Background: an optimization exercise with open tools, aiming at small area and a short achievable clock period. Do not read the settings as production practice. Where RTL was checked, it was by simulation tests only, not by an equivalence proof against the original. Power figures rest on the tool's default switching activity, not on a simulated workload.

==> v37 <==
==> flow/design.v (excerpt) <==
module guitar_hero(clk, rst, btnRst, sw, hsync, vsync, buzzer, r, g, b, o_segval, o_whichseg);
==> flow/config.mk <==
export PLATFORM = sky130hd
export DESIGN_NAME = guitar_hero
export DESIGN_NICKNAME = guitar_hero
export VERILOG_FILES = /design/flow/design.v
export SDC_FILE = /design/flow/constraint.sdc
export NUM_CORES = 4
export LEC_CHECK = 0
export ABC_CLOCK_PERIOD_IN_PS = 50000
export CAP_MARGIN = 20
export CORE_MARGIN = 2
export CORE_UTILIZATION = 40
export CTS_BUF_LIST = sky130_fd_sc_hd__clkbuf_16
export CTS_CLUSTER_DIAMETER = 80
export CTS_CLUSTER_SIZE = 30
export SLEW_MARGIN = 20
==> flow/constraint.sdc <==
create_clock -name core_clock -period 90.0 [get_ports {clk}]
set_input_delay 18.0000 -clock core_clock [delete_from_list [all_inputs] [get_ports {clk}]]
set_output_delay 18.0000 -clock core_clock [all_outputs]
set_load 0.01 [all_outputs]
standard.sh (not shown) runs the stock make flow with config.mk's settings and CLKGATE_MAP_FILE= SYNTH_SCRIPT=/design/flow/synth_recipe.tcl, a recipe that flattens the netlist after the stock synthesis.
==> flow/flow/run.sh <==
#!/bin/bash
# Own layout flow: the standard ORFS flow, with three changes.
#  - Synthesis maps the logic with an area-oriented ABC script
#    (flow/abc_area.script) and without the full/half-adder extraction.
#    Registers are mapped before ABC runs, so they are the standard
#    synthesis's (same names, count and cells).
#  - The ports get buf_4 buffers instead of the flow's default choice.
#  - Timing repair aims at a setup slack of 60 ns: only the path from sw to
#    buzzer (input and output delays 18 ns each) is below that, so only its
#    cells are resized.
# Each tool's output goes to a log file of its own in this folder.
set -euo pipefail
HERE=$(pwd)
mkdir -p scripts_shadow
for f in "$FLOW_HOME"/scripts/*; do
    ln -sf "$f" scripts_shadow/
done
rm -f scripts_shadow/abc_speed.script
cp flow/abc_area.script scripts_shadow/abc_speed.script

bash standard.sh SCRIPTS_DIR="$HERE/scripts_shadow" ADDER_MAP_FILE= SETUP_SLACK_MARGIN=60 \
    BUFFER_PORTS_ARGS="-buffer_cell sky130_fd_sc_hd__buf_4" synth > synth.log 2>&1
bash standard.sh SCRIPTS_DIR="$HERE/scripts_shadow" ADDER_MAP_FILE= SETUP_SLACK_MARGIN=60 \
    BUFFER_PORTS_ARGS="-buffer_cell sky130_fd_sc_hd__buf_4" finish > layout.log 2>&1
==> flow/flow/abc_area.script <==
strash
dch -f
amap
strash
dch -f
amap
strash
dch -f
amap
topo
==> v26: changes against v37 <==
--- a/flow/design.v
+++ b/flow/design.v
@@ -1,18 +1,21 @@
 module clock_divider #(parameter [17:0] TERM = 18'd0)(in_clk, sys_rst, rst, out_clk);
     input in_clk;
     input sys_rst;
     input rst;
     output reg out_clk;
+    localparam [17:0] MASK = 18'h2aaaa;
     reg [17:0] q;
-    wire term = (q == TERM);
+    wire [17:0] lfsr = q ^ MASK;
+    wire term = (lfsr == TERM);
+    wire [17:0] nxt = {lfsr[16:0], ~(lfsr[17] ^ lfsr[10])};
     always @(posedge in_clk) begin
         if (sys_rst | term)
-            q <= 18'd0;
+            q <= MASK;
         else
-            q <= {~q[16:0], q[17] ^ q[10]};
+            q <= nxt ^ MASK;
         if (sys_rst)
             out_clk <= 1'b0;
         else if (term)
             out_clk <= ~out_clk;
         else if (rst)
             out_clk <= 1'b0;
@@ -413,17 +416,17 @@
     wire hs1, hs2, hs3, hs4, hs5;
     note #(73, 133)  note1 (.clk(clk), .sys_rst(rst), .gameclk(gameclk), .in_reset(reset), .o_yhigh(yh1), .o_hs(hs1));
     note #(123, 67)  note2 (.clk(clk), .sys_rst(rst), .gameclk(gameclk), .in_reset(reset), .o_yhigh(yh2), .o_hs(hs2));
     note #(53, 180)  note3 (.clk(clk), .sys_rst(rst), .gameclk(gameclk), .in_reset(reset), .o_yhigh(yh3), .o_hs(hs3));
     note #(152, 43)  note4 (.clk(clk), .sys_rst(rst), .gameclk(gameclk), .in_reset(reset), .o_yhigh(yh4), .o_hs(hs4));
     note #(85, 115)  note5 (.clk(clk), .sys_rst(rst), .gameclk(gameclk), .in_reset(reset), .o_yhigh(yh5), .o_hs(hs5));
-    clock_divider #(18'h17dab) play_a3 (.in_clk(clk), .sys_rst(rst), .rst(reset), .out_clk(a3));
-    clock_divider #(18'h24c2d) play_b3 (.in_clk(clk), .sys_rst(rst), .rst(reset), .out_clk(b3));
-    clock_divider #(18'h3a8f6) play_c4 (.in_clk(clk), .sys_rst(rst), .rst(reset), .out_clk(c4));
-    clock_divider #(18'h1411a) play_d4 (.in_clk(clk), .sys_rst(rst), .rst(reset), .out_clk(d4));
-    clock_divider #(18'h0465a) play_e4 (.in_clk(clk), .sys_rst(rst), .rst(reset), .out_clk(e4));
+    clock_divider #(18'h1c37e) play_a3 (.in_clk(clk), .sys_rst(rst), .rst(reset), .out_clk(a3));
+    clock_divider #(18'h36a3b) play_b3 (.in_clk(clk), .sys_rst(rst), .rst(reset), .out_clk(b3));
+    clock_divider #(18'h07c8d) play_c4 (.in_clk(clk), .sys_rst(rst), .rst(reset), .out_clk(c4));
+    clock_divider #(18'h1e197) play_d4 (.in_clk(clk), .sys_rst(rst), .rst(reset), .out_clk(d4));
+    clock_divider #(18'h06577) play_e4 (.in_clk(clk), .sys_rst(rst), .rst(reset), .out_clk(e4));
     wire noterr = le10(10'd12, {3'b0, rr}) && le10({3'b0, rr}, 10'd92);
     reg [9:0] syh;
     reg [7:0] sh;
     reg inn;
     always @(*) begin
         inn = noterr;
--- a/flow/flow/run.sh
+++ b/flow/flow/run.sh
@@ -1,8 +1,8 @@
 #!/bin/bash
-# Own layout flow: the standard ORFS flow, with three changes.
+# Own layout flow: the standard ORFS flow, with two changes.
 #  - Synthesis maps the logic with an area-oriented ABC script
 #    (flow/abc_area.script) and without the full/half-adder extraction.
 #    Registers are mapped before ABC runs, so they are the standard
 #    synthesis's (same names, count and cells).
 #  - The ports get buf_4 buffers instead of the flow's default choice.
 #  - Timing repair aims at a setup slack of 60 ns: only the path from sw to
==> flow/flow/abc_area.script (replaced) <==
&get -n
&st
&syn2
&dch -f
&nf -a -R 1000
&st
&syn2
&dch -f
&nf -a -R 1000
&st
&dch -f
&nf -a -R 1000
&put
- CTS_BUF_LIST: sky130_fd_sc_hd__clkbuf_16 -> unset
- CTS_CLUSTER_DIAMETER: 80 -> unset
- CTS_CLUSTER_SIZE: 30 -> unset
==> qor summary <==
metric	v26	v37
Outcome	complete, no violations	complete, no violations
Count of non-filler cells in the finished layout	1878	1914
End of the worst hold path	lanes.ring[55]	lanes.ring[4]
Final core area utilization	46.9%	45.7%
Count of inverters other than clock inverters in the layout	28	169
Fraction of final layout cells sized beyond drive strength 1	6.25%	4.64%
Combinational share of power	2.4%	2.9%
Multi-input gates	1064	994
Setup repair bufs after CTS	1	0
Share of synthesized area occupied by flip-flops and latches	50.7%	51.8%
Worst-case headroom to the max-slew limit	36.0%	20.6%
Net switching share of the total power	21.4%	23.9%
WP data arrival	18.91 ns	18.87 ns
Static leakage power	5.13 nW	4.66 nW
Die ar.	0.0314 mm2	0.0307 mm2
Syn avg cell area	8.58 um2	7.99 um2
Overall Global Routing Usage	17.9%	17.2%
Finished layout cell area	0.0139 mm2	0.0132 mm2
Adder-cell share of the synthesized area	0.751%	0%
Die outline width	177 um	175 um
Total internal power	0.000228 W	0.000190 W
Die outline height	177 um	175 um
Post-place setup slack	52.83 ns	52.95 ns
Area of the core	0.0296 mm2	0.0288 mm2
Post-placement cell area	0.0127 mm2	0.0125 mm2
Function not checked in v37: the RTL went through the layout flow alone.

what the ideal ports hide:
No port has a modelled driver above. Below, the same layouts with a new extraction and two added sets of constraints.
Step 1: set_driving_cell puts a clkbuf_16 on clk and a buf_2 on each other input, an assumption about the parent block.
Step 2 also shifts input and output timing later by t, the mid clock arrival at the registers, as if the neighbouring blocks saw the same clock.
Slacks: ideal ports / drivers / drivers and shift; pairs: ideal ports / drivers.
run | shift t [ns] | setup slack, ns | worst setup path after step 2 | cell pins on the clock port's net
v37 | 0.562 | 53.129 / 53.042 / 53.042 | input to output | 1
v26 | 0.616 | 53.087 / 53.045 / 53.045 | input to output | 1
After both steps setup and hold are still met in every run listed. For v37, which loses most, drivers alone change the setup slack by -0.087 ns; drivers and shift together by -0.087 ns.
